Source: an optimization exercise on an open RTL-to-GDS flow (aim: small area, a short achievable clock period and few clock cycles per item). Production flows keep margins and buffers that such runs may drop. The RTL was checked by simulation tests, not by an equivalence proof against the original design. Power and IR drop assume default switching activity.

$ cat flow/run.sh
#!/bin/bash
set -euo pipefail
export BUFFER_PORTS_ARGS="-buffer_cell sky130_fd_sc_hd__buf_2"
bash standard.sh ADDER_MAP_FILE= finish > flow.log 2>&1
$ cat standard.sh
#!/bin/bash
# synth_recipe.tcl (not shown) runs the flow's synth.tcl, then flattens the netlist and writes it again
# the make line also repeats each setting of config.mk as NAME=value (left out here)
make -C /OpenROAD-flow-scripts/flow DESIGN_CONFIG=/design/flow/config.mk WORK_HOME=/design/flow/orfs CLKGATE_MAP_FILE= SYNTH_SCRIPT=/design/flow/synth_recipe.tcl "${@:-finish}"
$ cat config.mk
export PLATFORM = sky130hd
export DESIGN_NAME = non_restoring_div
export DESIGN_NICKNAME = non_restoring_div
export VERILOG_FILES = /design/flow/design.v
export SDC_FILE = /design/flow/constraint.sdc
export NUM_CORES = 4
export LEC_CHECK = 0
export ABC_CLOCK_PERIOD_IN_PS = 2500
export CAP_MARGIN = 20
export CORE_MARGIN = 2
export CORE_UTILIZATION = 40
export SETUP_SLACK_MARGIN = 2.5
export SLEW_MARGIN = 20
$ cat constraint.sdc
create_clock -name core_clock -period 5.0 [get_ports {clk}]
set_input_delay 1.0000 -clock core_clock [delete_from_list [all_inputs] [get_ports {clk}]]
set_output_delay 1.0000 -clock core_clock [all_outputs]
set_load 0.01 [all_outputs]
$ cat design.v
module non_restoring_div #(parameter N = 16) (
    input  logic clk, rst_n, start,
    input  logic [N-1:0] dividend, divisor,
    output logic [N-1:0] quotient, remainder,
    output logic ready
);
    localparam W = $clog2(N);
    function automatic logic [3:0] lead16(input logic [15:0] x);
        logic [3:0] v;
        logic [1:0] e [4];
        for (int k = 0; k < 4; k++) begin
            v[k] = |x[4*k +: 4];
            e[k] = x[4*k+3] ? 2'd3 : x[4*k+2] ? 2'd2 : x[4*k+1] ? 2'd1 : 2'd0;
        end
        lead16[3] = v[3] | v[2];
        lead16[2] = v[3] | (!v[2] & v[1]);
        lead16[1:0] = v[3] ? e[3] : v[2] ? e[2] : v[1] ? e[1] : e[0];
    endfunction
    function automatic logic [N:0] sub(input logic [N-1:0] x, y, input int M);
        logic [N-1:0] g, p;
        g = ~x & y;
        p = ~(x ^ y);
        for (int l = 0; (2 << l) <= M; l++)
            for (int i = 0; i < M; i++)
                if ((i + 1) % (2 << l) == 0) begin
                    g[i] = g[i] | (p[i] & g[i - (1 << l)]);
                    p[i] = p[i] & p[i - (1 << l)];
                end
        for (int l = $clog2(M) - 2; l >= 0; l--)
            for (int i = 0; i < M; i++)
                if ((i + 1) % (2 << l) == (1 << l) && i >= (2 << l)) begin
                    g[i] = g[i] | (p[i] & g[i - (1 << l)]);
                    p[i] = p[i] & p[i - (1 << l)];
                end
        sub = '0;
        sub[M] = g[M-1];
        sub[N-1:0] = x ^ y ^ {g[N-2:0], 1'b0};
    endfunction
    logic [N-1:0] r, d, q;
    logic [W-1:0] cnt;
    logic         busy, align;
    logic [N:0]   s;
    logic         below, accept, last;
    logic [W-1:0] amt;
    logic [N-1:0] rot;
    logic [N:0]   diff;
    assign s      = sub({{(N-W){1'b0}}, lead16(dividend)},
                        {{(N-W){1'b0}}, lead16(divisor)}, W);
    assign below  = s[W];
    assign accept = start && !busy && divisor != '0;
    assign last   = !align && cnt == '1;
    assign amt    = align ? cnt : '1;
    logic [N-1:0] rot1, rot2, rot4;
    assign rot1 = amt[0] ? {d[N-2:0],    d[N-1]}      : d;
    assign rot2 = amt[1] ? {rot1[N-3:0], rot1[N-1-:2]} : rot1;
    assign rot4 = amt[2] ? {rot2[N-5:0], rot2[N-1-:4]} : rot2;
    assign rot  = amt[3] ? {rot4[N-9:0], rot4[N-1-:8]} : rot4;
    assign diff   = sub(r, d, N);
    always_ff @(posedge clk or negedge rst_n) begin
        if (!rst_n) begin
            busy  <= 1'b0;
            ready <= 1'b0;
        end else if (accept) begin
            busy  <= !below;
            ready <= below;
        end else begin
            busy  <= busy && !last;
            ready <= busy && last;
        end
    end
    always_ff @(posedge clk) begin
        align <= !busy;
        if (!busy) begin
            r   <= dividend;
            d   <= divisor;
            q   <= '0;
            cnt <= s[W-1:0];
        end else begin
            if (!align && !diff[N]) r <= diff[N-1:0];
            d   <= rot;
            q   <= {q[N-2:0], !align && !diff[N]};
            cnt <= cnt - 1'b1;
        end
    end
    assign quotient  = q;
    assign remainder = r;
endmodule
==> results of run 1 <==
[worst reg2reg max path, cell delays in order, from the launching register on]
cell and delay (ns):
edfxtp_1 0.45, nor2b_1 0.18, or2_2 0.31, nor4_2 0.32, nand4_1 0.16, nand3_2 0.13, a221o_1 0.16, a21oi_2 0.09
or3_4 0.42
[layout make-up]
class | count | area (µm²) | share of cell area (%)
Timing Repair Buffer | 80 | 449.2 | 9.884
Tap cell | 111 | 138.9 | 3.056
Sequential cell | 55 | 1274 | 28.03
Clock buffer | 5 | 68.82 | 1.514
Clock inverter | 3 | 26.28 | 0.5782
Multi-Input combinational cell | 347 | 2452 | 53.96
Inverter | 36 | 135.1 | 2.974
[cells in the mapped netlist (all sizes together) (4+ instances only)]
library cell / number / area [µm²]
maj3: 4 / 40.04
nand2: 48 / 180.2
dfxtp: 37 / 740.7
mux2i: 44 / 440.4
a31oi: 4 / 25.02
nor2: 31 / 116.4
xnor2: 21 / 183.9
o31ai: 7 / 52.55
buf: 4 / 23.77
nor4: 6 / 43.79
xor2: 6 / 52.55
nor2b: 15 / 93.84
a21oi: 25 / 128.9
nand2b: 14 / 87.58
o21ai: 31 / 155.2
nor3: 4 / 25.02
edfxtp: 16 / 480.5
a211oi: 4 / 42.54
clkbuf: 16 / 60.06
nand3: 22 / 110.1
inv: 36 / 135.1
and2: 17 / 106.4
o21bai: 7 / 52.55
[power by group through the flow]
stage | combinational [mW] | sequential [mW] | clock, mW
after floorplan | 1.59 | 1.02 | 0
after global placement | 2.05 | 1.03 | 0
after detailed placement | 2.09 | 1.04 | 0
after CTS | 2.22 | 1.04 | 0.284
after global routing | 2.59 | 1.08 | 0.303
final | 2.34 | 1.05 | 0.276
[stage by stage]
step	setup slack, ns	std cells
after floorplan	2.086	457
after global placement	1.761	616
after detailed placement	1.662	616
after CTS	2.206	630
after global routing	2.181	637
final	2.213	637
[what timing repair did]
item                       CTS  global route
cloned                       1             0
setup buffers                5             7
pin swaps                    4             5
hold buffers                 0             0
setup endpoints to repair   26            42
resized for setup           33            18
[routing by layer]
layer	share of wire, %	track usage, %
met5	0	0
met4	2.7	7.271
met3	4.1	3.537
met2	46	32.73
met1	48	26.90
[logic make-up after synthesis]
| kind of cell | after synthesis |
|---|---|
| simple gates | 172 |
| compound gates | 97 |
| buf+inv | 56 |
| flops | 55 |
| mux | 46 |
| xor+xnor | 27 |
| fa+ha+maj | 4 |
[flip-flops by register name (all words and copies together) (netlist names)]
name	count
d	16
q	16
r	16
cnt	4
align	1
busy	1
ready	1
[worst max-delay path by stage]
stage / startpoint / end / slack (ns) / cells past startpoint
after global placement: dividend[11] / busy / 1.76 / 8
after floorplan: divisor[7] / busy / 2.09 / 8
after global routing: divisor[7] / busy / 2.18 / 9
after detailed placement: dividend[11] / busy / 1.66 / 8
after CTS: divisor[7] / busy / 2.21 / 9
final: dividend[11] / busy / 2.21 / 8
==> flow_summary.yaml, run 1 <==
power_and_ir_drop:
  p_int_mw: 1.942
  seqPwrFrac_pct: 28.6
  power_density_nw_per_um2: 806.9
  clkPwrFrac_pct: 7.5
  irDropWorstVdd_mv: 0.2388
  p_leak_nw: 2.188
  swShare_pct: 47.05
  p_comb_share_pct: 63.9
  p_sw_mw: 1.725
  power_mw: 3.667
worst_setup_path:
  crit_fanout: 4
  r2r_end: "r[0]"
  crit_buf_inv: 1
  crit_path_cell_trace: "buf_2, nor4_2, nand2_1, a211o_1, a211oi_4, a21oi_2, maj3_2, a32o_1"
  r2r_slack_ns: 2.53
  required_ns: 5.22
  rr_worst_depth: 8
  crit_slowest_cell: "a211o_1"
  end_kind: "register"
  critPathMaxStageDelay_ns: 0.35
  start_kind: "primary input"
  cp.arrival_ns: 3.01
  path_delay_family: "compound AO/OA/AOI/OAI gates"
  path_class: "primary input to register"
  r2r-start: "r[6]"
cts:
  worstSkewPairLatency_ns: 0.33
  numCtsBuffers: 5
  cts.clk_slew.worst_paths_ns: 0.11
  clock-sinks: 55
  h-tree-depth: 2
  cts-root-buf: "clkbuf_8"
  clockBufferDepth: 2
  cts_tree: "yes"
yosys:
  yosysUniqueCellTypes: 57
  synth_nets: 492
  synth_xor_xnor_area_share_pct: 6.342
  yosys_warnings: 3
  synth_top_flop_cell: "dfxtp_1"
  async_reset_ff_share_pct: 3.636
  synth-compound-area-share_pct: 16.88
  syn_area_um2: 3729
  syn_inst: 457
  synth_top_family_by_area: "simple AND/OR/NAND/NOR gates"
  ys_ff_latch: 55
  yosys.area_share.simple_pct: 23.32
  synthAdderAreaFrac_pct: 1.074
  seq_area_frac_synth_pct: 34.09
  avgSynthCellArea_um2: 8.159
  synth_edf_count: 16
  muxShareOfSynthArea_pct: 12.42
finish:
  fillers: 871
  fin_util_pct: 49.65
  final_cell_mix: "65 x buf_2, 47 x nand2_1, 44 x mux2i_1"
  num_antenna_cells: 0
  fin_nets: 560
  area_growth_pct: 21.88
  fin_area_um2: 4544
  final_common_cell: "buf_2"
  drive_gt1_share_pct: 25.86
floorplanning:
  start_util_pct: 40.74
  dieArea_um2: 10110
  die-height_um: 100.5
  dieWidth_um: 100.5
  coreArea_um2: 9153
  fp-row-count: 35
  ios: 68
route:
  antenna_left: 0
  post-route-drc-count: 0
  dr.pass1.iters: 4
  dr_total_vias: 3436
  wirelength_um: 10110
  via_per_inst: 5.394
  drt_iter0_markers: 154
  wl_per_cell_um: 15.88
global_route:
  grt_overflow: 0
  grtUsageTotal_pct: 20.14
  grt_pass1_wl_um: 16020
  grt_pass1_vias: 3261
  grt_max_degree: 80
  antenna_found_initial: 0
placed_design:
  io_buffers: 67
  dp_hpwl_um: 7581
  place_congestion: 0.9357
  place_area_um2: 4133
timing:
  fin_hold_ws_ns: 0.4356
  worst_pin_slew_ns: 1.007
  clock.fmax_mhz: 358.8
  slew_viol_final: 0
  fin_worst_skew_ns: 0.01287
  finalCritPeriodShare_pct: 55.75
  setup_viol: 0
  rsz0062_at_grt: "yes"
  min_period_ns: 2.787
  finalHoldViolations: 0
  tns_ns: 0
  slew_headroom_pct: 32.75
job:
  drv_cap: 0
status:
  status: "finished clean"
min_path:
  min_path_type: "primary input to asynchronous set/reset pin"
Testbench counts, summed over its fixed seeds: cycles 14,556, items 3,200.
==> run 2: changes to the inputs <==
--- a/config.mk
+++ b/config.mk
@@ -6,8 +6,8 @@
 export NUM_CORES = 4
 export LEC_CHECK = 0
-export ABC_CLOCK_PERIOD_IN_PS = 2500
+export ABC_AREA = 1
 export CAP_MARGIN = 20
 export CORE_MARGIN = 2
 export CORE_UTILIZATION = 40
-export SETUP_SLACK_MARGIN = 2.5
+export SETUP_SLACK_MARGIN = 2.8
 export SLEW_MARGIN = 20
==> run 2 against run 1 <==
Count of clock-buffer cells in the layout grew 1; die area is 2.7% higher; highest routed layer unchanged; critical path depth up 4; design area up 1.9%; fmax increased by 28%; setup slack improved by 0.61 ns; sequential share of layout area down 0.53 points; synthesized area grew 2.8%; sequential power is 6% lower; clock skew is 0.0035 ns lower; synthesized cell count increased by 31%; register-to-register slack better by 0.29 ns.
==> flow_summary.yaml, run 2 <==
status:
  status: "finished clean"
floorplanning:
  dieWidth_um: 101.9
  die-height_um: 101.9
  ios: 68
  fp-row-count: 35
  start_util_pct: 41.29
  coreArea_um2: 9284
  dieArea_um2: 10380
timing:
  tns_ns: 0
  fin_hold_ws_ns: 0.4362
  rsz0062_at_grt: "yes"
  setup_viol: 0
  slew_viol_final: 0
  fin_worst_skew_ns: 0.009375
  slew_headroom_pct: 40.35
  clock.fmax_mhz: 458.4
  fin_ws_ns: 2.818
  worst_pin_slew_ns: 0.8937
  min_period_ns: 2.182
  finalHoldViolations: 0
  finalCritPeriodShare_pct: 43.63
finish:
  final_cell_mix: "162 x nand2_1, 80 x inv_1, 67 x buf_2"
  num_antenna_cells: 0
  fin_nets: 700
  multi_input_area_um2: 2308
  regArea_um2: 1274
  final_cells: 795
  fin_util_pct: 49.89
  final_common_cell: "nand2_1"
  area_growth_pct: 20.82
  top_regs: "d x16, q x16, r x16"
  fin_area_um2: 4632
  fillers: 992
  drive_gt1_share_pct: 29.58
route:
  dr_total_vias: 3746
  wirelength_um: 10100
  wl_per_cell_um: 12.71
  antenna_left: 0
  dr.pass1.iters: 5
  via_per_inst: 4.712
  drt_iter0_markers: 175
  post-route-drc-count: 0
cts:
  cts-root-buf: "clkbuf_8"
  postCtsHoldBufs: 0
  h-tree-depth: 2
  cts.clk_slew.worst_paths_ns: 0.10
  clock-sinks: 55
  worstSkewPairLatency_ns: 0.31
  numCtsBuffers: 5
  cts_tree: "yes"
  clockBufferDepth: 2
yosys:
  synth_top_area_share_pct: 19.32
  synth-compound-area-share_pct: 17.36
  async_reset_ff_share_pct: 3.636
  syn_inst: 598
  synth_top_family_by_area: "simple AND/OR/NAND/NOR gates"
  yosys_warnings: 3
  yosysUniqueCellTypes: 31
  ys_ff_latch: 55
  synthAdderAreaFrac_pct: 0
  yosys.cell_count.top_type: "nand2_1"
  yosys.area_share.simple_pct: 32.54
  muxShareOfSynthArea_pct: 0
  yosys.area.top_type: "dfxtp_1"
  synth_edf_count: 16
  syn_area_um2: 3834
  avgSynthCellArea_um2: 6.411
  synth_nets: 633
  seq_area_frac_synth_pct: 33.16
  synth_xor_xnor_area_share_pct: 4.341
  synthTopCellsByArea: "dfxtp_1 19%, nand2_1 17%, edfxtp_1 13%, inv_1 8.0%, nor2_1 7.0%"
  synth_top_flop_cell: "dfxtp_1"
  synth_common_cells: "177 x nand2_1, 82 x inv_1, 72 x nor2_1"
power_and_ir_drop:
  p_sw_mw: 1.882
  p_comb_share_pct: 65.9
  p_int_mw: 1.787
  clkPwrFrac_pct: 7.2
  swShare_pct: 51.29
  p_leak_nw: 2.452
  power_mw: 3.669
  irDropWorstVdd_mv: 0.4659
  power_density_nw_per_um2: 792.2
  seqPwrFrac_pct: 26.9
worst_setup_path:
  path_class: "register to register"
  start_kind: "register"
  critPathMaxStageDelay_ns: 0.48
  crit_fanout: 8
  crit_top_cell: "nand2_4"
  crit_slowest_cell: "edfxtp_1"
  crit_path_cell_trace: "xnor2_2, nand2_1, nor2_2, nand2_4, nand2_4, nand2_4, nand2_4, nand2_4, nand2_4, nand2_4, o21ai_4, nand2_4"
  required_ns: 5.03
  cp.arrival_ns: 2.21
  end_kind: "register"
global_route:
  antenna_found_initial: 0
  grt_pass1_vias: 3336
  grtUsageTotal_pct: 18.61
  grt_max_degree: 43
  grt_pass1_wl_um: 15360
  grt_overflow: 0
min_path:
  min_path_type: "register to register"
placed_design:
  io_buffers: 67
  dp_hpwl_um: 7598
  place_area_um2: 4215
  place_congestion: 0.8777
  dp.cells: 774
  place_ws_ns: 2.397
job:
  drv_cap: 0
run 2: cell types whose count changed after synthesis, moves of 29 or more:
cell | previous run | this run
o21ai_1 | 0 | 29
inv_1 | 36 | 82
mux2i_1 | 44 | 0
nor2_1 | 31 | 72
nand2_1 | 48 | 177
run 2: final cells by class:
cell class | instances | area share, %
multi-input cells | 430 | 49.84
flip-flops and latches | 55 | 27.50
repair buffers | 82 | 9.670
inverters | 91 | 7.374
well taps | 129 | 3.485
clock buffers | 6 | 1.783
clock inverters | 2 | 0.3512
run 2: worst max-delay path: cells and delay by family, from the launching register on:
kind	cells	cell delay, ns
xor+xnor	1	0.22
compound gates	1	0.28
simple gates	10	0.93
flops	1	0.48
run 2: final timing paths:
kind / startpoint / cells past startpoint / to / slack [ns]
min: q[12] / 2 / q[13] / 0.44
min in group asynchronous: rst_n / 1 / busy / 0.45
max reg2reg: r[6] / 12 / r[6] / 2.82
max in group asynchronous: rst_n / 1 / busy / 4.45
min reg2reg: q[12] / 2 / q[13] / 0.44
max: r[6] / 12 / r[6] / 2.82
run 2: power groups by stage:
stage / Clock, mW / Sequential [mW] / Combinational (mW)
floorplan: 0 / 0.956 / 1.66
global placement: 0 / 0.982 / 2.09
detailed placement: 0 / 0.984 / 2.13
CTS: 0.276 / 0.972 / 2.15
global route: 0.294 / 1.02 / 2.74
finish: 0.266 / 0.986 / 2.42
run 2: kinds of logic (layout without fill, tap and decap cells):
logic type      Yosys count  count (layout)
compound gates          106             106
xor+xnor                 19              19
buf+inv                 114             181
flops                    55              55
simple gates            304             305
run 2: per-layer routing:
layer  vias to the layer above  track usage [%]  routed length [µm]
li1                       1989                -                   -
met1                      1663            26.71                4815
met2                        89            30.82                4766
met3                         5            2.326                 482
met4                         0            2.462                  39
met5                         -                0                   0
run 2: timing repair:
action | CTS | global route
setup endpoints to repair | 31 | 22
cloned | 0 | 1
gates resized for setup | 8 | 54
buffers inserted | 1 | 11
pin swaps | 1 | 16
==> run 3: changes to the inputs <==
--- a/config.mk
+++ b/config.mk
@@ -10,4 +10,4 @@
 export CORE_MARGIN = 2
 export CORE_UTILIZATION = 40
-export SETUP_SLACK_MARGIN = 2.8
+export SETUP_SLACK_MARGIN = 2.6
 export SLEW_MARGIN = 20
==> run 3 against run 2 <==
Critical path type is now primary input to register; synthesized area stayed put; synthesized cell count stayed put; sequential power hardly changed; highest routed layer unchanged; clock power hardly changed; setup slack worse by 0.069 ns.
==> flow_summary.yaml, run 3 <==
status:
  status: "finished clean"
floorplanning:
  die-height_um: 101.9
  fp-row-count: 35
  dieArea_um2: 10380
  coreArea_um2: 9284
  ios: 68
  dieWidth_um: 101.9
  start_util_pct: 41.29
cts:
  cts-root-buf: "clkbuf_8"
  clockBufferDepth: 2
  h-tree-depth: 2
  clock-sinks: 55
  numCtsBuffers: 5
  cts.clk_slew.worst_paths_ns: 0.11
  cts_tree: "yes"
  worstSkewPairLatency_ns: 0.31
  postCtsHoldBufs: 0
timing:
  rsz0062_at_grt: "no"
  clock.fmax_mhz: 444.4
  slew_viol_final: 0
  fin_ws_ns: 2.750
  finalHoldViolations: 0
  slew_headroom_pct: 39.47
  setup_viol: 0
  tns_ns: 0
  fin_worst_skew_ns: 0.01003
  finalCritPeriodShare_pct: 45.01
  min_period_ns: 2.250
  worst_pin_slew_ns: 0.9070
  fin_hold_ws_ns: 0.4368
global_route:
  grt_pass1_wl_um: 15260
  grt_pass1_vias: 3302
  antenna_found_initial: 0
  grt_overflow: 0
  grtUsageTotal_pct: 18.51
  grt_max_degree: 43
worst_setup_path:
  critPathMaxStageDelay_ns: 0.17
  crit_slowest_cell: "nand3_1"
  end_kind: "register"
  crit_path_cell_trace: "buf_2, nor2_1, nand3_1, inv_1, nand2_1, nand3_1, nand2_1, nor2_1, o21ai_2, nand2_1, nand2_1, nand2_1, nand2_1, nand2_1, nand2_1"
  r2r-start: "r[1]"
  startpoint: "divisor[11]"
  crit_fanout: 5
  cp.arrival_ns: 2.46
  crit_top_cell: "nand2_1"
  r2r_slack_ns: 2.79
  required_ns: 5.21
  crit_buf_inv: 2
  start_kind: "primary input"
  path_delay_family: "simple AND/OR/NAND/NOR gates"
  path_class: "primary input to register"
route:
  antenna_left: 0
  dr_total_vias: 3694
  wl_per_cell_um: 12.52
  post-route-drc-count: 0
  drt_iter0_markers: 186
  wirelength_um: 9839
  via_per_inst: 4.700
  dr.pass1.iters: 4
yosys:
  yosys.area.top_type: "dfxtp_1"
  yosysUniqueCellTypes: 31
  avgSynthCellArea_um2: 6.411
  synth_edf_count: 16
  synth_nets: 633
  synthTopCellsByArea: "dfxtp_1 19%, nand2_1 17%, edfxtp_1 13%, inv_1 8.0%, nor2_1 7.0%"
  synth_top_area_share_pct: 19.32
  synth_top_flop_cell: "dfxtp_1"
  syn_inst: 598
  synth_common_cells: "177 x nand2_1, 82 x inv_1, 72 x nor2_1"
  ys_ff_latch: 55
  async_reset_ff_share_pct: 3.636
  yosys.cell_count.top_type: "nand2_1"
  yosys_warnings: 3
  syn_area_um2: 3834
  seq_area_frac_synth_pct: 33.16
finish:
  fin_nets: 691
  num_antenna_cells: 0
  final_cells: 786
  area_growth_pct: 15.34
  top_regs: "d x16, q x16, r x16"
  fin_area_um2: 4422
  fin_util_pct: 47.63
  drive_gt1_share_pct: 23.90
  final_common_cell: "nand2_1"
  final_cell_mix: "173 x nand2_1, 82 x inv_1, 70 x nor2_1"
power_and_ir_drop:
  power_mw: 3.518
  p_sw_mw: 1.809
  irDropWorstVdd_mv: 0.4324
  p_int_mw: 1.709
  swShare_pct: 51.42
  p_comb_share_pct: 64.4
  p_leak_nw: 2.367
  seqPwrFrac_pct: 27.9
  power_density_nw_per_um2: 795.6
  clkPwrFrac_pct: 7.6
min_path:
  hold_start: "q[9]"
  min_path_type: "register to register"
placed_design:
  dp.cells: 774
  place_congestion: 0.8777
  place_area_um2: 4215
  dp_hpwl_um: 7598
  io_buffers: 67
  place_ws_ns: 2.397
job:
  drv_cap: 0
==> run 3: tightest hold or removal path, cell delays in order (launching register included) <==
cell and delay [ns]:
dfxtp_1 0.32, nand2_1 0.06, inv_1 0.03
==> run 3: layout make-up <==
type	count	area, µm²
Clock inverter	2	16.27
Clock buffer	6	82.58
Inverter	91	341.6
Tap cell	129	161.4
Timing Repair Buffer	73	380.4
Sequential cell	55	1272
Fill cell	1007	4862
Multi-Input combinational cell	430	2167
==> run 3: final timing paths <==
check | endpoint | depth (start not counted)
min in group asynchronous | busy | 1
min reg2reg | q[10] | 2
max | cnt[3] | 15
max reg2reg | r[6] | 14
min | q[10] | 2
max in group asynchronous | busy | 1
==> run 3: cell families after synthesis <==
logic type / count (synthesis) / synth area share, %
flip-flops: 55 / 33.16
AND/OR/NAND/NOR: 304 / 32.54
AO/OA/AOI/OAI: 106 / 17.36
XOR/XNOR: 19 / 4.341
buffers and inverters: 114 / 12.60
==> run 3: layer usage <==
metal	vias up	part of all wire [%]	track usage (%)
li1	1969	-	-
met4	0	0.32	2.564
met2	75	46	30.41
met1	1646	50	26.71
met3	4	4.4	2.326
met5	-	0	0
==> run 3: power groups by stage <==
stage / logic, mW / clock network, mW / registers [mW]
after global routing: 2.58 / 0.294 / 1.02
after CTS: 2.14 / 0.276 / 0.972
after floorplan: 1.66 / 0 / 0.956
final: 2.27 / 0.269 / 0.983
after global placement: 2.09 / 0 / 0.982
after detailed placement: 2.13 / 0 / 0.984
==> run 3: what timing repair did <==
item                                    in CTS  in global routing
gates cloned                                 0                  1
pin swaps                                    0                  4
endpoints found under the setup margin      16                 19
setup buffers                                0                  3
gates resized for setup                      1                 16
==> run 4: changes to the inputs <==
==> flow/run.sh (replaced) <==
#!/bin/bash
set -euo pipefail
export BUFFER_PORTS_ARGS="-buffer_cell sky130_fd_sc_hd__buf_1"
bash standard.sh ADDER_MAP_FILE= finish > flow.log 2>&1
==> run 4 against run 3 <==
Design area shrank 2.6%; synthesized cell count is the same; still clean; critical endpoint is now r[15]; global-route usage is essentially flat; wire length shrank 1.3%; synthesized area is the same; power shrank 2.0%; largest power group unchanged; combinational power shrank 3%.
==> flow_summary.yaml, run 4 <==
timing:
  setup_viol: 0
  slew_headroom_pct: 40.50
  fin_worst_skew_ns: 0.01778
  tns_ns: 0
  finalHoldViolations: 0
  rsz0062_at_grt: "no"
  min_period_ns: 2.241
  slew_viol_final: 0
  worst_pin_slew_ns: 0.8915
  clock.fmax_mhz: 446.3
  fin_hold_ws_ns: 0.4372
  finalCritPeriodShare_pct: 44.81
yosys:
  seq_area_frac_synth_pct: 33.16
  synth_top_flop_cell: "dfxtp_1"
  yosysUniqueCellTypes: 31
  async_reset_ff_share_pct: 3.636
  synth_common_cells: "177 x nand2_1, 82 x inv_1, 72 x nor2_1"
  syn_area_um2: 3834
  yosys_warnings: 3
  synth_nets: 633
  yosys.area.top_type: "dfxtp_1"
  syn_inst: 598
  synthTopCellsByArea: "dfxtp_1 19%, nand2_1 17%, edfxtp_1 13%, inv_1 8.0%, nor2_1 7.0%"
  yosys.cell_count.top_type: "nand2_1"
  avgSynthCellArea_um2: 6.411
  ys_ff_latch: 55
  synth_top_area_share_pct: 19.32
  synth_edf_count: 16
worst_setup_path:
  cp.arrival_ns: 2.28
  r2r_slack_ns: 2.76
  crit_top_cell: "nand2_2"
  path_class: "register to register"
  critPathMaxStageDelay_ns: 0.44
  crit_path_cell_trace: "inv_1, nand2_1, o21ai_2, nand2_1, nand2_2, nand2_1, nand2_2, nand2_2, nand2_2, nand2_1, nand2_2, nand2_4, o21ai_4, nand2_4"
  path_depth: 14
  end_kind: "register"
  start_kind: "register"
  crit_buf_inv: 1
  rr_worst_depth: 14
  path_delay_family: "simple AND/OR/NAND/NOR gates"
  crit_slowest_cell: "edfxtp_1"
  crit_fanout: 8
  required_ns: 5.04
floorplanning:
  coreArea_um2: 9284
  dieArea_um2: 10380
  die-height_um: 101.9
  fp-row-count: 35
  dieWidth_um: 101.9
  ios: 68
  start_util_pct: 41.29
power_and_ir_drop:
  swShare_pct: 51.78
  p_comb_share_pct: 64.2
  seqPwrFrac_pct: 28.4
  clkPwrFrac_pct: 7.4
  power_density_nw_per_um2: 800.4
  p_sw_mw: 1.785
  irDropWorstVdd_mv: 0.3929
  p_leak_nw: 2.147
  p_int_mw: 1.663
global_route:
  grt_pass1_wl_um: 15150
  grtUsageTotal_pct: 18.51
  grt_overflow: 0
  antenna_found_initial: 0
  grt_max_degree: 43
  grt_pass1_vias: 3181
cts:
  cts-root-buf: "clkbuf_8"
  h-tree-depth: 2
  clockBufferDepth: 2
  clock-sinks: 55
  cts.clk_slew.worst_paths_ns: 0.11
  worstSkewPairLatency_ns: 0.32
  cts_tree: "yes"
  numCtsBuffers: 5
min_path:
  min_path_type: "register to register"
  hold_depth: 2
route:
  drt_iter0_markers: 173
  wirelength_um: 9715
  via_per_inst: 4.672
  dr.pass1.iters: 4
  dr_total_vias: 3686
  wl_per_cell_um: 12.31
  post-route-drc-count: 0
  antenna_left: 0
finish:
  final_common_cell: "nand2_1"
  fin_area_um2: 4308
  final_cell_mix: "176 x nand2_1, 82 x inv_1, 70 x nor2_1"
  fin_nets: 694
  drive_gt1_share_pct: 13.03
  fin_util_pct: 46.40
  top_regs: "d x16, q x16, r x16"
  num_antenna_cells: 0
  fillers: 1021
  final_cells: 789
  area_growth_pct: 12.37
status:
  status: "finished clean"
placed_design:
  dp.cells: 774
  place_congestion: 0.9056
  dp_hpwl_um: 7553
  io_buffers: 67
  place_area_um2: 4131
job:
  drv_cap: 0
-- run 4: cell types whose count changed in the layout (fill, tap and decap cells not counted), moves of 2 or more --
| cell | delta |
|---|---|
| buf_1 | +67 |
| buf_2 | -67 |
| buf_4 | +3 |
| nand2_1 | +3 |
| xnor2_1 | +3 |
| xnor2_2 | -3 |
| nand2_2 | -2 |
-- run 4: area by class of cell --
class	count	area (µm²)	area share, %
Clock buffer	6	72.57	1.685
Clock inverter	2	16.27	0.3776
Inverter	91	341.6	7.929
Multi-Input combinational cell	430	2125	49.32
Sequential cell	55	1272	29.54
Tap cell	129	161.4	3.747
Timing Repair Buffer	76	319.1	7.406
-- run 4: power groups by stage --
stage                     sequential [mW]  combinational (mW)  clock [mW]
after CTS                           0.977                2.11       0.259
after global placement              0.984                2.06           0
after floorplan                     0.956                1.66           0
after detailed placement            0.987                2.10           0
after global routing                 1.01                2.54       0.278
final                               0.979                2.21       0.256
-- run 4: worst min-delay path: stages, from the launching register on --
cell and delay (ns):
dfxtp_1 0.32, nand2_1 0.06, inv_1 0.03
-- run 4: cell families after synthesis --
kind of cell	after synthesis	share of synthesized area, %
and+or+nand+nor	304	32.54
buffers and inverters	114	12.60
AOI/OAI and AO/OA	106	17.36
DFF	55	33.16
xor gates and xnor gates	19	4.341
-- run 4: worst paths after layout --
check,endpoint,startpoint
max,r[15],r[0]
max in group asynchronous,busy,rst_n
max reg2reg,r[15],r[0]
min in group asynchronous,busy,rst_n
min reg2reg,q[15],q[14]
min,q[15],q[14]
-- run 4: repair_timing --
item	in CTS	in global routing
pin swaps	0	3
setup endpoints to repair	16	19
cloned	0	1
hold buffers	0	0
buffers inserted	0	6
gates resized for setup	1	7
-- run 4: per-stage QoR --
step | total power [mW] | setup WS, ns
detailed placement | 3.082 | 2.365
global placement | 3.045 | 2.456
global route | 3.820 | 2.595
finish | 3.448 | 2.759
CTS | 3.343 | 2.632
floorplan | 2.616 | 2.801
-- run 4: routing by layer --
metal  global-route usage, %  part of all wire [%]  vias up  routed length (µm)
met2                   29.55                    45       92                4324
li1                        -                     -     1979                   -
met3                   2.326                   4.7        4                 456
met5                       0                     0        -                   0
met4                   2.769                  0.46        0                  45
met1                   27.36                    50     1611                4888
==> run 5: changes to the inputs <==
--- a/config.mk
+++ b/config.mk
@@ -10,4 +10,5 @@
 export CORE_MARGIN = 2
 export CORE_UTILIZATION = 40
+export PLACE_DENSITY = 0.85
 export SETUP_SLACK_MARGIN = 2.6
 export SLEW_MARGIN = 20
==> run 5 against run 4 <==
Sequential power hardly changed; clock skew down 0.0014 ns; largest cell class unchanged; combinational power down 6%.
==> flow_summary.yaml, run 5 <==
status:
  status: "finished clean"
finish:
  top_regs: "d x16, q x16, r x16"
  num_antenna_cells: 0
  area_growth_pct: 11.06
  fin_nets: 687
  final_cells: 782
  drive_gt1_share_pct: 12.56
  final_common_cell: "nand2_1"
  final_cell_mix: "175 x nand2_1, 82 x inv_1, 70 x nor2_1"
yosys:
  syn_area_um2: 3834
  synth_common_cells: "177 x nand2_1, 82 x inv_1, 72 x nor2_1"
  async_reset_ff_share_pct: 3.636
  yosys.cell_count.top_type: "nand2_1"
  avgSynthCellArea_um2: 6.411
  synth_top_area_share_pct: 19.32
  synth_nets: 633
  seq_area_frac_synth_pct: 33.16
  synthTopCellsByArea: "dfxtp_1 19%, nand2_1 17%, edfxtp_1 13%, inv_1 8.0%, nor2_1 7.0%"
  yosysUniqueCellTypes: 31
  syn_inst: 598
  synth_edf_count: 16
  yosys.area.top_type: "dfxtp_1"
  yosys_warnings: 3
  ys_ff_latch: 55
  synth_top_flop_cell: "dfxtp_1"
floorplanning:
  fp-row-count: 35
  coreArea_um2: 9284
  start_util_pct: 41.29
  dieArea_um2: 10380
  die-height_um: 101.9
  ios: 68
  dieWidth_um: 101.9
cts:
  clock-sinks: 55
  clockBufferDepth: 2
  worstSkewPairLatency_ns: 0.33
  numCtsBuffers: 5
  cts_setup_buffers: 0
  cts.clk_slew.worst_paths_ns: 0.11
  cts-root-buf: "clkbuf_8"
  cts_tree: "yes"
  postCtsHoldBufs: 0
  h-tree-depth: 2
global_route:
  grt_max_degree: 40
  grt_pass1_vias: 3365
  grt_pass1_wl_um: 15240
  grt_overflow: 0
  antenna_found_initial: 0
  grtUsageTotal_pct: 18.37
power_and_ir_drop:
  seqPwrFrac_pct: 29.3
  clkPwrFrac_pct: 8.4
  p_leak_nw: 2.114
  irDropWorstVdd_mv: 0.3323
  power_density_nw_per_um2: 781.5
  p_sw_mw: 1.719
  swShare_pct: 51.66
  power_mw: 3.328
  p_comb_share_pct: 62.3
  p_int_mw: 1.609
job:
  drv_cap: 0
route:
  dr_total_vias: 3759
  topRoutingLayerUsed: "met4"
  post-route-drc-count: 0
  wl_per_cell_um: 12.07
  antenna_left: 0
  wl_met3_um: 518
  wl_met2_um: 4685
  via_per_inst: 4.807
  wirelength_um: 9441
  met1Wirelength_um: 4142
  dr.pass1.iters: 5
  drt_iter0_markers: 223
worst_setup_path:
  end_kind: "register"
  required_ns: 5.03
  crit_path_cell_trace: "inv_1, nand2_1, o21ai_2, nand2_1, nand2_2, nand2_1, nand2_2, nand2_2, nand2_2, nand2_1, nand2_2, nand2_2, o21ai_2, nand2_4"
  path_class: "register to register"
  cp.arrival_ns: 2.25
  critPathMaxStageDelay_ns: 0.42
  start_kind: "register"
  crit_fanout: 16
  crit_top_cell: "nand2_2"
  crit_slowest_cell: "edfxtp_1"
timing:
  tns_ns: 0
  finalCritPeriodShare_pct: 44.43
  clock.fmax_mhz: 450.1
  slew_viol_final: 0
  min_period_ns: 2.222
  setup_viol: 0
  worst_pin_slew_ns: 0.9238
  finalHoldViolations: 0
  rsz0062_at_grt: "yes"
  slew_headroom_pct: 38.35
  fin_worst_skew_ns: 0.01635
  fin_hold_ws_ns: 0.4430
placed_design:
  io_buffers: 67
  dp.cells: 774
  dp_hpwl_um: 7357
  place_congestion: 0.9493
min_path:
  min_path_type: "register to register"
==> run 5: cell counts after synthesis <==
Identical to the previous run, type by type.
==> run 5: path summary, 6_finish.rpt <==
path	end	from	slack [ns]	depth (start not counted)
worst min-delay path	q[9]	q[8]	0.44	2
worst max register to register	r[1]	r[0]	2.78	14
worst min register to register	q[9]	q[8]	0.44	2
min in group asynchronous	ready	rst_n	0.45	1
worst max-delay path	r[1]	r[0]	2.78	14
max in group asynchronous	busy	rst_n	4.38	1
==> run 5: metrics by stage <==
step                utilization, %  setup slack [ns]  area [µm²]
floorplan                        -             2.801        3834
CTS                          45.61             2.679        4234
detailed placement           44.50             2.425        4131
finish                       45.86             2.778        4258
global route                 45.86             2.584        4258
global placement             44.50             2.450        4131
==> run 5: cells by family after synthesis <==
| logic type | Yosys count | synth area share (%) |
|---|---|---|
| and+or+nand+nor | 304 | 32.54 |
| AOI/OAI and AO/OA | 106 | 17.36 |
| buffers and inverters | 114 | 12.60 |
| DFF | 55 | 33.16 |
| xor gates and xnor gates | 19 | 4.341 |
==> run 5: timing repair <==
action / in CTS / in global routing
pin swaps: 0 / 1
resized for setup: 1 / 7
endpoints found under the setup margin: 16 / 19
==> run 5: final cells by class <==
| class | count | area, µm² |
|---|---|---|
| repair buffers | 70 | 274.0 |
| clock buffers | 5 | 68.82 |
| multi-input cells | 429 | 2108 |
| fillers | 979 | 5026 |
| well taps | 129 | 161.4 |
| inverters | 91 | 341.6 |
| flip-flops and latches | 55 | 1272 |
| clock inverters | 3 | 31.28 |
==> run 5: layer usage <==
| layer | up-vias | global-route usage, % |
|---|---|---|
| met5 | - | 0 |
| met4 | 0 | 4.103 |
| met3 | 11 | 3.215 |
| met2 | 116 | 33.25 |
| met1 | 1671 | 22.79 |
| li1 | 1961 | - |
==> run 5: worst max-delay path: cells and delay by family (launching register included) <==
kind | cells | cell delay (ns)
AND/OR/NAND/NOR | 11 | 1.02
flip-flops | 1 | 0.42
buffers and inverters | 1 | 0.07
AO/OA/AOI/OAI | 2 | 0.41
==> run 5: power groups by stage <==
| stage | logic, mW | clock network [mW] | registers, mW |
|---|---|---|---|
| finish | 2.07 | 0.278 | 0.977 |
| global route | 2.38 | 0.294 | 1.01 |
| global placement | 2.00 | 0 | 0.978 |
| detailed placement | 2.04 | 0 | 0.987 |
| floorplan | 1.66 | 0 | 0.956 |
| CTS | 2.06 | 0.279 | 0.978 |
==> run 6: changes to the inputs <==
--- a/config.mk
+++ b/config.mk
@@ -10,5 +10,5 @@
 export CORE_MARGIN = 2
 export CORE_UTILIZATION = 40
-export PLACE_DENSITY = 0.85
+export PLACE_DENSITY = 0.75
 export SETUP_SLACK_MARGIN = 2.6
 export SLEW_MARGIN = 20
==> run 6 against run 5 <==
Still clean; clock power is 5% lower; design area grew 0.62%; sequential power down 1%; first-iteration DRC count decreased by 17%; fmax is 0.38% higher; non-clock buffer count unchanged; setup slack improved by 0.0084 ns; critical path type is now primary input to register; highest routed layer unchanged.
==> flow_summary.yaml, run 6 <==
status:
  status: "finished clean"
worst_setup_path:
  crit_slowest_cell: "a21oi_1"
  start_kind: "primary input"
  required_ns: 5.26
  path_class: "primary input to register"
  end_kind: "register"
  crit_path_cell_trace: "buf_1, inv_1, nand2_1, o21bai_1, a21oi_1, nor2_1, o21ai_2, nand2_1, nand2_1, nand2_1, nand2_1, nand2_1, nand2_1"
  critPathMaxStageDelay_ns: 0.30
  crit_fanout: 3
  crit_top_cell: "nand2_1"
  r2r_slack_ns: 2.81
  cp.arrival_ns: 2.48
cts:
  cts_tree: "yes"
  cts-root-buf: "clkbuf_8"
  clockBufferDepth: 2
  cts.clk_slew.worst_paths_ns: 0.12
  cts_setup_buffers: 0
  worstSkewPairLatency_ns: 0.32
  h-tree-depth: 2
  numCtsBuffers: 5
  postCtsHoldBufs: 0
  clock-sinks: 55
finish:
  final_common_cell: "nand2_1"
  area_growth_pct: 11.75
  final_cell_mix: "175 x nand2_1, 82 x inv_1, 68 x nor2_1"
  fillers: 1025
  regArea_um2: 1272
  final_cells: 783
  fin_nets: 688
  multi_input_area_um2: 2143
  drive_gt1_share_pct: 13.30
  top_regs: "d x16, q x16, r x16"
  num_antenna_cells: 0
power_and_ir_drop:
  irDropWorstVdd_mv: 0.2587
  p_leak_nw: 2.123
  power_density_nw_per_um2: 789.4
  power_mw: 3.382
timing:
  slew_headroom_pct: 42.43
  finalCritPeriodShare_pct: 44.26
  fin_ws_ns: 2.787
  clock.fmax_mhz: 451.9
  fin_worst_skew_ns: 0.01326
  setup_viol: 0
  tns_ns: 0
  min_period_ns: 2.213
  rsz0062_at_grt: "no"
  slew_viol_final: 0
  worst_pin_slew_ns: 0.8626
  finalHoldViolations: 0
route:
  via_per_inst: 4.769
  dr_total_vias: 3734
  post-route-drc-count: 0
  wl_per_cell_um: 12.41
  drt_iter0_markers: 185
  dr.pass1.iters: 4
  antenna_left: 0
  wirelength_um: 9716
floorplanning:
  die-height_um: 101.9
  coreArea_um2: 9284
  ios: 68
  dieArea_um2: 10380
  fp-row-count: 35
  start_util_pct: 41.29
  dieWidth_um: 101.9
yosys:
  synthAdderAreaFrac_pct: 0
  synth_top_family_by_area: "simple AND/OR/NAND/NOR gates"
  synth_top_area_share_pct: 19.32
  muxShareOfSynthArea_pct: 0
  yosys.area_share.simple_pct: 32.54
  yosysUniqueCellTypes: 31
  yosys.area.top_type: "dfxtp_1"
  yosys.cell_count.top_type: "nand2_1"
  synth-compound-area-share_pct: 17.36
  synth_xor_xnor_area_share_pct: 4.341
  ys_ff_latch: 55
  async_reset_ff_share_pct: 3.636
  synth_nets: 633
  synth_edf_count: 16
  syn_inst: 598
  yosys_warnings: 3
  synth_top_flop_cell: "dfxtp_1"
  synthTopCellsByArea: "dfxtp_1 19%, nand2_1 17%, edfxtp_1 13%, inv_1 8.0%, nor2_1 7.0%"
  syn_area_um2: 3834
  synth_common_cells: "177 x nand2_1, 82 x inv_1, 72 x nor2_1"
  seq_area_frac_synth_pct: 33.16
  avgSynthCellArea_um2: 6.411
global_route:
  grtUsageTotal_pct: 19.07
  grt_overflow: 0
  grt_pass1_wl_um: 15710
  grt_pass1_vias: 3447
  antenna_found_initial: 0
  grt_max_degree: 53
min_path:
  min_path_type: "register to register"
job:
  drv_cap: 0
placed_design:
  io_buffers: 67
  place_congestion: 0.8498
  dp.cells: 774
  place_ws_ns: 2.403
  dp_hpwl_um: 7618
==> run 6: final timing paths <==
path | cells past startpoint | endpoint | start
min in group asynchronous | 1 | busy | rst_n
hold reg to reg | 2 | q[1] | q[0]
setup / recovery | 13 | cnt[3] | dividend[7]
max in group asynchronous | 1 | ready | rst_n
hold / removal | 2 | q[1] | q[0]
setup reg to reg | 12 | r[1] | r[6]
==> run 6: cells by family (layout without fill, tap and decap cells) <==
logic type	Yosys count	in the layout
compound gates	106	106
xor+xnor	19	19
buf+inv	114	169
flops	55	55
simple gates	304	305
==> run 6: area by class of cell <==
| class | count | area share [%] |
|---|---|---|
| tap | 129 | 3.768 |
| clock buffer | 5 | 1.606 |
| timing repair buffer | 70 | 6.396 |
| sequential | 55 | 29.70 |
| inverter | 91 | 7.973 |
| multi-input combinational | 430 | 50.03 |
| clock inverter | 3 | 0.5257 |
==> run 6: worst max-delay path: cells and delay by family <==
| family | cells | cell delay (ns) |
|---|---|---|
| AOI/OAI and AO/OA | 3 | 0.65 |
| buffers and inverters | 2 | 0.19 |
| and+or+nand+nor | 8 | 0.63 |
==> run 6: timing repair <==
item / 4_1_cts / 5_1_grt
resized for setup: 1 / 13
setup endpoints to repair: 16 / 19
cloned: 0 / 1
==> run 6: per-stage QoR <==
| stage | util, % | hold slack, ns | instance area [µm²] |
|---|---|---|---|
| 6_report | 46.15 | 0.4293 | 4284 |
| 2_1_floorplan | - | 0.4462 | 3834 |
| 3_5_place_dp | 44.50 | 0.4256 | 4131 |
| 3_3_place_gp | 44.50 | 0.4152 | 4131 |
| 4_1_cts | 45.51 | 0.4304 | 4225 |
| 5_1_grt | 46.15 | 0.4458 | 4284 |
==> run 6: routing by layer <==
layer | routed length, µm | up-vias | track usage, %
li1 | - | 1963 | -
met1 | 4707 | 1680 | 26.26
met2 | 4459 | 84 | 31.73
met3 | 444 | 7 | 2.941
met4 | 104 | 0 | 4.103
met5 | 0 | - | 0
==> run 6: report_power, final <==
group	internal [mW]	switching [mW]	leakage, nW
clock	0.101	0.164	0.0451
sequential	0.767	0.197	0.490
combinational	0.750	1.40	1.59
==> run 7: changes to the inputs <==
--- a/config.mk
+++ b/config.mk
@@ -11,4 +11,4 @@
 export CORE_UTILIZATION = 40
 export PLACE_DENSITY = 0.75
-export SETUP_SLACK_MARGIN = 2.6
+export SETUP_SLACK_MARGIN = 2.4
 export SLEW_MARGIN = 20
==> run 7 against run 6 <==
Clock skew down 0.0044 ns; final cell count down 0.13%; largest power group unchanged; first-iteration DRC count is 16% higher; still clean on timing, DRC and antenna; count of clock-buffer cells in the layout stayed put; critical path depth down 1; setup slack got worse by 0.14 ns; fmax decreased by 6.0%.
==> flow_summary.yaml, run 7 <==
cts:
  h-tree-depth: 2
  cts_setup_buffers: 0
  postCtsHoldBufs: 0
  numCtsBuffers: 5
  clockBufferDepth: 2
  cts-root-buf: "clkbuf_8"
  worstSkewPairLatency_ns: 0.32
  clock-sinks: 55
  cts_resized: 0
  cts_tree: "yes"
  cts.clk_slew.worst_paths_ns: 0.11
finish:
  multi_input_area_um2: 2085
  drive_gt1_share_pct: 11.94
  num_antenna_cells: 0
  fin_nets: 687
  top_regs: "d x16, q x16, r x16"
  regArea_um2: 1272
  final_common_cell: "nand2_1"
  fillers: 1031
  area_growth_pct: 10.22
  final_cell_mix: "176 x nand2_1, 82 x inv_1, 71 x nor2_1"
route:
  post-route-drc-count: 0
  wl_per_cell_um: 12.32
  drt_iter0_markers: 214
  via_per_inst: 4.808
  dr.pass1.iters: 5
  dr_total_vias: 3760
  wirelength_um: 9631
  antenna_left: 0
timing:
  finalCritPeriodShare_pct: 47.10
  fin_hold_ws_ns: 0.4355
  worst_pin_slew_ns: 0.8596
  fin_ws_ns: 2.645
  finalHoldViolations: 0
  clock.fmax_mhz: 424.6
  fin_worst_skew_ns: 0.008910
  rsz0062_at_grt: "no"
  min_period_ns: 2.355
  slew_viol_final: 0
  setup_viol: 0
  tns_ns: 0
  slew_headroom_pct: 42.63
global_route:
  grt_max_degree: 53
  antenna_found_initial: 0
  grtUsageTotal_pct: 19.03
  grt_pass1_vias: 3443
  grt_overflow: 0
  grt_pass1_wl_um: 15680
placed_design:
  io_buffers: 67
  dp_hpwl_um: 7618
  place_ws_ns: 2.403
  place_congestion: 0.8498
yosys:
  synth_nets: 633
  yosys.cell_count.top_type: "nand2_1"
  async_reset_ff_share_pct: 3.636
  synth_edf_count: 16
  synth_top_area_share_pct: 19.32
  yosysUniqueCellTypes: 31
  syn_inst: 598
  yosys.area.top_type: "dfxtp_1"
  synth_common_cells: "177 x nand2_1, 82 x inv_1, 72 x nor2_1"
  synthTopCellsByArea: "dfxtp_1 19%, nand2_1 17%, edfxtp_1 13%, inv_1 8.0%, nor2_1 7.0%"
  syn_area_um2: 3834
  ys_ff_latch: 55
  avgSynthCellArea_um2: 6.411
  yosys_warnings: 3
  synth_top_flop_cell: "dfxtp_1"
  seq_area_frac_synth_pct: 33.16
floorplanning:
  dieWidth_um: 101.9
  fp-row-count: 35
  start_util_pct: 41.29
  ios: 68
  coreArea_um2: 9284
  dieArea_um2: 10380
  die-height_um: 101.9
worst_setup_path:
  required_ns: 4.99
  end_kind: "register"
  cp.arrival_ns: 2.34
  path_class: "register to register"
  crit_fanout: 16
  start_kind: "register"
job:
  drv_cap: 0
min_path:
  min_path_type: "register to register"
power_and_ir_drop:
  irDropWorstVdd_mv: 0.2577
  p_leak_nw: 2.103
  power_density_nw_per_um2: 787.6
status:
  status: "finished clean"
-- run 7: changes by cell type in the layout (fill, tap and decap cells not counted), sizes merged --
cell   previous run  this run
nand2           191       190
-- run 7: layer usage --
layer | GRT usage, % | up-vias | routed length [µm]
li1 | - | 1960 | -
met1 | 26.26 | 1673 | 4602
met2 | 31.58 | 114 | 4321
met5 | 0 | - | 0
met3 | 2.941 | 13 | 549
met4 | 4.103 | 0 | 158
-- run 7: path summary, 6_finish.rpt --
check | cells past startpoint | from | slack [ns] | end
max in group asynchronous | 1 | rst_n | 4.36 | busy
hold reg to reg | 2 | q[0] | 0.44 | q[1]
hold / removal | 2 | q[0] | 0.44 | q[1]
min in group asynchronous | 1 | rst_n | 0.47 | busy
setup reg to reg | 12 | r[5] | 2.65 | r[1]
setup / recovery | 12 | r[5] | 2.65 | r[1]
-- run 7: critical path, stage by stage, from the launching register on --
cell	delay, ns
edfxtp_1	0.46
xnor2_1	0.31
nand2_1	0.10
nor2_1	0.12
nand2_1	0.08
nand2_2	0.09
nand2_2	0.07
nand2_2	0.06
nand2_1	0.08
nand2_2	0.08
nand2_2	0.08
o21ai_2	0.18
nand2_2	0.29
-- run 7: cell type report --
| class | instances | share of cell area, % |
|---|---|---|
| Sequential cell | 55 | 30.12 |
| Multi-Input combinational cell | 429 | 49.33 |
| Tap cell | 129 | 3.820 |
| Timing Repair Buffer | 70 | 6.485 |
| Clock buffer | 5 | 1.629 |
| Inverter | 91 | 8.084 |
| Clock inverter | 3 | 0.5330 |
-- run 7: cell families (layout without fill, tap and decap cells) --
kind of cell,Yosys count,in the layout,share of synthesized area (%)
AO/OA/AOI/OAI,106,106,17.36
flip-flops,55,55,33.16
AND/OR/NAND/NOR,304,304,32.54
XOR/XNOR,19,19,4.341
buffers and inverters,114,169,12.60
-- run 7: where the power goes --
| group | internal (mW) | total [mW] | switching, mW |
|---|---|---|---|
| registers | 0.769 | 0.961 | 0.192 |
| logic | 0.731 | 2.10 | 1.37 |
| clock network | 0.101 | 0.265 | 0.164 |
| total | 1.60 | 3.33 | 1.73 |
-- run 7: per-stage QoR --
step	total power, mW	instances	area [µm²]	util [%]
floorplan	2.616	598	3834	-
global placement	2.994	774	4131	44.50
detailed placement	3.064	774	4131	44.50
CTS	3.329	782	4223	45.49
global route	3.699	782	4225	45.51
finish	3.328	782	4225	45.51
==> run 8: changes to the inputs <==
--- a/config.mk
+++ b/config.mk
@@ -11,4 +11,4 @@
 export CORE_UTILIZATION = 40
 export PLACE_DENSITY = 0.75
-export SETUP_SLACK_MARGIN = 2.4
+export SETUP_SLACK_MARGIN = 2.2
 export SLEW_MARGIN = 20
==> run 8 against run 7 <==
Via count stayed put; largest power group unchanged; count of clock-buffer cells in the layout unchanged; sequential share of layout area did not move; synthesized cell count stayed put; sequential cell count unchanged; critical endpoint unchanged; synthesized area unchanged; hold slack unchanged; sequential power barely moved; power stayed put.
==> flow_summary.yaml, run 8 <==
timing:
  finalCritPeriodShare_pct: 47.10
  finalHoldViolations: 0
  clock.fmax_mhz: 424.6
  tns_ns: 0
  slew_headroom_pct: 42.63
  min_period_ns: 2.355
  rsz0062_at_grt: "no"
  setup_viol: 0
  worst_pin_slew_ns: 0.8596
  slew_viol_final: 0
  fin_worst_skew_ns: 0.008910
yosys:
  synthTopCellsByArea: "dfxtp_1 19%, nand2_1 17%, edfxtp_1 13%, inv_1 8.0%, nor2_1 7.0%"
  synth_top_area_share_pct: 19.32
  synth_edf_count: 16
  yosys_warnings: 3
  avgSynthCellArea_um2: 6.411
  synth_top_flop_cell: "dfxtp_1"
  ys_ff_latch: 55
  yosysUniqueCellTypes: 31
  yosys.area.top_type: "dfxtp_1"
  synth_nets: 633
  synth_common_cells: "177 x nand2_1, 82 x inv_1, 72 x nor2_1"
  async_reset_ff_share_pct: 3.636
  yosys.cell_count.top_type: "nand2_1"
  syn_inst: 598
  syn_area_um2: 3834
  seq_area_frac_synth_pct: 33.16
cts:
  numCtsBuffers: 5
  clock-sinks: 55
  cts-root-buf: "clkbuf_8"
  clockBufferDepth: 2
  cts_tree: "yes"
  cts.clk_slew.worst_paths_ns: 0.11
  worstSkewPairLatency_ns: 0.32
  h-tree-depth: 2
  cts_setup_buffers: 0
  postCtsHoldBufs: 0
route:
  drt_iter0_markers: 214
  topRoutingLayerUsed: "met4"
  via_per_inst: 4.808
  wirelength_um: 9631
  antenna_left: 0
  post-route-drc-count: 0
  dr_total_vias: 3760
  wl_met2_um: 4321
  wl_per_cell_um: 12.32
  wl_met3_um: 549
  dr.pass1.iters: 5
  met1Wirelength_um: 4602
worst_setup_path:
  startpoint: "r[5]"
  r2r-start: "r[5]"
  start_kind: "register"
  path_delay_family: "simple AND/OR/NAND/NOR gates"
  crit_top_cell: "nand2_2"
  r2r_end: "r[1]"
  critPathMaxStageDelay_ns: 0.46
  path_class: "register to register"
  cp.arrival_ns: 2.34
  r2r_slack_ns: 2.65
  critPathCapture: "r[1]"
  crit_path_cell_trace: "xnor2_1, nand2_1, nor2_1, nand2_1, nand2_2, nand2_2, nand2_2, nand2_1, nand2_2, nand2_2, o21ai_2, nand2_2"
  end_kind: "register"
  rr_worst_depth: 12
  path_depth: 12
  crit_buf_inv: 0
  required_ns: 4.99
  crit_fanout: 16
  crit_slowest_cell: "edfxtp_1"
placed_design:
  io_buffers: 67
  place_congestion: 0.8498
  dp_hpwl_um: 7618
power_and_ir_drop:
  p_int_mw: 1.601
  p_leak_nw: 2.103
  clkPwrFrac_pct: 8.0
  irDropWorstVdd_mv: 0.2577
  swShare_pct: 51.89
  p_sw_mw: 1.727
  p_comb_share_pct: 63.2
  power_density_nw_per_um2: 787.6
  power_mw: 3.328
  seqPwrFrac_pct: 28.9
floorplanning:
  dieWidth_um: 101.9
  ios: 68
  coreArea_um2: 9284
  dieArea_um2: 10380
  start_util_pct: 41.29
  fp-row-count: 35
  die-height_um: 101.9
finish:
  area_growth_pct: 10.22
  final_cell_mix: "176 x nand2_1, 82 x inv_1, 71 x nor2_1"
  fin_nets: 687
  top_regs: "d x16, q x16, r x16"
  fillers: 1031
  final_common_cell: "nand2_1"
  num_antenna_cells: 0
  drive_gt1_share_pct: 11.94
global_route:
  grtUsageTotal_pct: 19.03
  grt_overflow: 0
  grt_pass1_wl_um: 15680
  antenna_found_initial: 0
  grt_max_degree: 53
  grt_pass1_vias: 3443
min_path:
  min_path_type: "register to register"
status:
  status: "finished clean"
job:
  drv_cap: 0
-- run 8: worst min-delay path by stage --
stage	from	endpoint	slack [ns]	cells past startpoint
detailed placement	q[9]	q[10]	0.43	2
floorplan	cnt[0]	cnt[0]	0.45	1
global route	rst_n	busy	0.45	1
CTS	q[0]	q[1]	0.43	2
global placement	q[12]	q[13]	0.42	2
finish	q[0]	q[1]	0.44	2
-- run 8: cell families (layout without fill, tap and decap cells) --
group,Yosys count,count (layout),share of synthesized area [%]
flops,55,55,33.16
xor+xnor,19,19,4.341
buf+inv,114,169,12.60
simple gates,304,304,32.54
compound gates,106,106,17.36
-- run 8: what timing repair did --
action                                  in CTS  in global routing
endpoints found under the hold margin        0                  0
gates resized for setup                      0                  1
endpoints found under the setup margin       0                 16
-- run 8: cell type report --
class | count | area [µm²] | area share (%)
multi-input combinational | 429 | 2085 | 49.33
sequential | 55 | 1272 | 30.12
inverter | 91 | 341.6 | 8.084
timing repair buffer | 70 | 274.0 | 6.485
tap | 129 | 161.4 | 3.820
clock buffer | 5 | 68.82 | 1.629
clock inverter | 3 | 22.52 | 0.5330
-- run 8: routing by layer --
layer | vias to the layer above | global-route usage [%]
met4 | 0 | 4.103
met5 | - | 0
met2 | 114 | 31.58
met3 | 13 | 2.941
met1 | 1673 | 26.26
li1 | 1960 | -
-- run 8: worst register-to-register path, stage by stage (launching register included) --
cell      delay (ns)
edfxtp_1        0.46
xnor2_1         0.32
nand2_1         0.10
nor2_1          0.12
nand2_1         0.08
nand2_2         0.09
nand2_2         0.07
nand2_2         0.06
nand2_1         0.08
nand2_2         0.08
nand2_2         0.08
o21ai_2         0.18
nand2_2         0.29
-- run 8: power groups by stage --
stage / logic, mW / registers (mW) / clock network [mW]
2_1_floorplan: 1.66 / 0.956 / 0
3_3_place_gp: 2.03 / 0.965 / 0
3_5_place_dp: 2.09 / 0.970 / 0
4_1_cts: 2.10 / 0.961 / 0.268
5_1_grt: 2.42 / 0.992 / 0.290
6_report: 2.10 / 0.961 / 0.265
-- run 8: per-stage QoR --
step	cells	setup WS [ns]	utilization (%)	hold slack (ns)	cell area, µm²
after detailed placement	774	2.403	44.50	0.4256	4131
after floorplan	598	2.801	-	0.4462	3834
after global placement	774	2.474	44.50	0.4152	4131
after CTS	782	2.413	45.49	0.4304	4223
after global routing	782	2.418	45.51	0.4458	4225
final	782	2.645	45.51	0.4355	4225
==> run 9: changes to the inputs <==
--- a/config.mk
+++ b/config.mk
@@ -10,5 +10,4 @@
 export CORE_MARGIN = 2
 export CORE_UTILIZATION = 40
-export PLACE_DENSITY = 0.75
-export SETUP_SLACK_MARGIN = 2.2
+export SETUP_SLACK_MARGIN = 2.7
 export SLEW_MARGIN = 20
==> run 9 against run 8 <==
Still clean on timing, DRC and antenna; first-iteration DRC count down 12%; critical path depth rose by 2; global-route usage is 0.46 points lower; hold slack better by 0.0015 ns; synthesized cell count unchanged; non-clock buffer count is 12 higher; power is 6.9% higher; largest cell class unchanged.
==> flow_summary.yaml, run 9 <==
timing:
  rsz0062_at_grt: "no"
  slew_viol_final: 0
  finalCritPeriodShare_pct: 43.74
  setup_viol: 0
  slew_headroom_pct: 41.33
  clock.fmax_mhz: 457.3
  min_period_ns: 2.187
  worst_pin_slew_ns: 0.8791
  fin_hold_ws_ns: 0.4371
  finalHoldViolations: 0
  tns_ns: 0
  fin_worst_skew_ns: 0.01819
route:
  dr.pass1.iters: 4
  wirelength_um: 9856
  dr_total_vias: 3682
  via_per_inst: 4.631
  antenna_left: 0
  drt_iter0_markers: 189
  post-route-drc-count: 0
  wl_per_cell_um: 12.40
finish:
  top_regs: "d x16, q x16, r x16"
  num_antenna_cells: 0
  fin_nets: 700
  final_common_cell: "nand2_1"
  area_growth_pct: 15.44
  final_cell_mix: "169 x nand2_1, 81 x inv_1, 67 x buf_1"
  final_cells: 795
  fillers: 1016
  drive_gt1_share_pct: 16.52
  fin_util_pct: 47.67
worst_setup_path:
  end_kind: "register"
  cp.arrival_ns: 2.22
  crit_fanout: 8
  r2r_slack_ns: 2.81
  required_ns: 5.04
  path_class: "register to register"
  start_kind: "register"
floorplanning:
  die-height_um: 101.9
  dieArea_um2: 10380
  start_util_pct: 41.29
  ios: 68
  dieWidth_um: 101.9
  coreArea_um2: 9284
  fp-row-count: 35
cts:
  clock-sinks: 55
  numCtsBuffers: 5
  worstSkewPairLatency_ns: 0.32
  clockBufferDepth: 2
  cts_tree: "yes"
  cts-root-buf: "clkbuf_8"
  postCtsHoldBufs: 0
  cts.clk_slew.worst_paths_ns: 0.11
  h-tree-depth: 2
power_and_ir_drop:
  clkPwrFrac_pct: 7.1
  p_int_mw: 1.731
  seqPwrFrac_pct: 27.7
  power_mw: 3.557
  p_sw_mw: 1.826
  p_comb_share_pct: 65.1
  swShare_pct: 51.34
  power_density_nw_per_um2: 803.8
  irDropWorstVdd_mv: 0.3929
  p_leak_nw: 2.199
yosys:
  synthTopCellsByArea: "dfxtp_1 19%, nand2_1 17%, edfxtp_1 13%, inv_1 8.0%, nor2_1 7.0%"
  syn_inst: 598
  syn_area_um2: 3834
  async_reset_ff_share_pct: 3.636
  synth_common_cells: "177 x nand2_1, 82 x inv_1, 72 x nor2_1"
  seq_area_frac_synth_pct: 33.16
  synth_top_area_share_pct: 19.32
  synth_nets: 633
  synth_top_flop_cell: "dfxtp_1"
  yosys.area.top_type: "dfxtp_1"
  ys_ff_latch: 55
  yosys_warnings: 3
  avgSynthCellArea_um2: 6.411
  yosys.cell_count.top_type: "nand2_1"
  yosysUniqueCellTypes: 31
  synth_edf_count: 16
status:
  status: "finished clean"
placed_design:
  dp_hpwl_um: 7553
  io_buffers: 67
  dp.cells: 774
  place_congestion: 0.9056
global_route:
  grt_overflow: 0
  grtUsageTotal_pct: 18.57
  grt_pass1_wl_um: 15180
  grt_max_degree: 43
  grt_pass1_vias: 3179
  antenna_found_initial: 0
job:
  drv_cap: 0
min_path:
  min_path_type: "register to register"
-- run 9: cell counts after synthesis --
Identical to the previous run, type by type.
-- run 9: worst paths after layout --
check,depth (start not counted),endpoint,start
max,14,r[15],r[1]
min,2,q[15],q[14]
max reg2reg,14,r[15],r[1]
min reg2reg,2,q[15],q[14]
max in group asynchronous,1,busy,rst_n
min in group asynchronous,1,busy,rst_n
-- run 9: timing repair --
action,4_1_cts,5_1_grt
setup endpoints to repair,20,19
cloned,0,1
buffers inserted,0,12
pin swaps,0,8
gates resized for setup,4,26
-- run 9: worst max-delay path, stage by stage, from the launching register on --
cell      delay (ns)
edfxtp_1        0.45
inv_2           0.09
nor2_2          0.04
o21ai_2         0.17
nand2_1         0.09
nand2_2         0.10
nand2_2         0.07
nand2_4         0.08
nand2_2         0.06
nand2_2         0.07
nand2_2         0.07
nand2_2         0.10
nand2_4         0.07
o21ai_4         0.27
nand2_4         0.17
-- run 9: power groups by stage --
stage	clock network, mW	logic [mW]	registers [mW]
final	0.254	2.32	0.986
after global routing	0.278	2.64	1.02
after CTS	0.259	2.11	0.977
after detailed placement	0	2.10	0.987
after global placement	0	2.06	0.984
after floorplan	0	1.66	0.956
-- run 9: metal layers --
layer	up-vias	routed length (µm)	track usage, %
met2	89	4384	29.66
met4	0	48	2.769
met5	-	0	0
met3	4	500	2.326
li1	1989	-	-
met1	1600	4922	27.44
-- run 9: cells by family (layout without fill, tap and decap cells) --
group | after synthesis | count (layout) | share of synthesized area (%)
buffers and inverters | 114 | 181 | 12.60
and+or+nand+nor | 304 | 305 | 32.54
DFF | 55 | 55 | 33.16
AOI/OAI and AO/OA | 106 | 106 | 17.36
xor gates and xnor gates | 19 | 19 | 4.341
-- run 9: final cells by class --
cell class | instances | area, µm² | area share [%]
Tap cell | 129 | 161.4 | 3.647
Multi-Input combinational cell | 430 | 2197 | 49.65
Inverter | 91 | 341.6 | 7.718
Clock buffer | 6 | 72.57 | 1.640
Sequential cell | 55 | 1272 | 28.75
Clock inverter | 2 | 16.27 | 0.3675
Timing Repair Buffer | 82 | 364.1 | 8.227
-- run 9: per-stage QoR --
stage          cell area [µm²]  setup slack, ns
2_1_floorplan             3834            2.801
3_3_place_gp              4131            2.456
3_5_place_dp              4131            2.365
4_1_cts                   4233            2.721
5_1_grt                   4425            2.675
6_report                  4425            2.813

what the ideal ports hide:
How much do the figures lean on ideal ports? The routed layouts below were timed once more, with nothing changed but the port constraints.
Step 1 (the two cells are an assumption about what drives the block):
set clk [get_ports {clk}]
set_driving_cell -lib_cell sky130_fd_sc_hd__clkbuf_16 $clk
set_driving_cell -lib_cell sky130_fd_sc_hd__buf_2 [delete_from_list [all_inputs] $clk]
Step 2 times the ports against the registers' clock, not the clock port: input delays grow and output delays shrink by t, the midpoint of the rising clock arrivals with the driver on.
Slacks: ideal ports / drivers / drivers and shift; pairs: ideal ports / drivers.
| run | shift t [ns] | slack for setup (ns) | worst setup path at the end | pins driven straight from the clock port |
|---|---|---|---|---|
| run 1 | 0.355 | 2.213 / 2.210 / 1.855 | input to register | 1 |
| run 2 | 0.336 | 2.818 / 2.818 / 2.574 | input to register | 1 |
| run 3 | 0.335 | 2.750 / 2.759 / 2.424 | input to register | 1 |
| run 4 | 0.340 | 2.759 / 2.759 / 2.458 | input to register | 1 |
| run 5 | 0.348 | 2.778 / 2.778 / 2.442 | input to register | 1 |
| run 6 | 0.348 | 2.787 / 2.795 / 2.447 | input to register | 1 |
| run 7 | 0.348 | 2.645 / 2.645 / 2.353 | input to register | 1 |
| run 8 | 0.348 | 2.645 / 2.645 / 2.353 | input to register | 1 |
| run 9 | 0.339 | 2.813 / 2.813 / 2.497 | input to register | 1 |
After both steps every run listed still meets setup and hold. The setup slack of run 1, which loses most, moves by -0.003 ns with the drivers and by -0.358 ns with both steps.
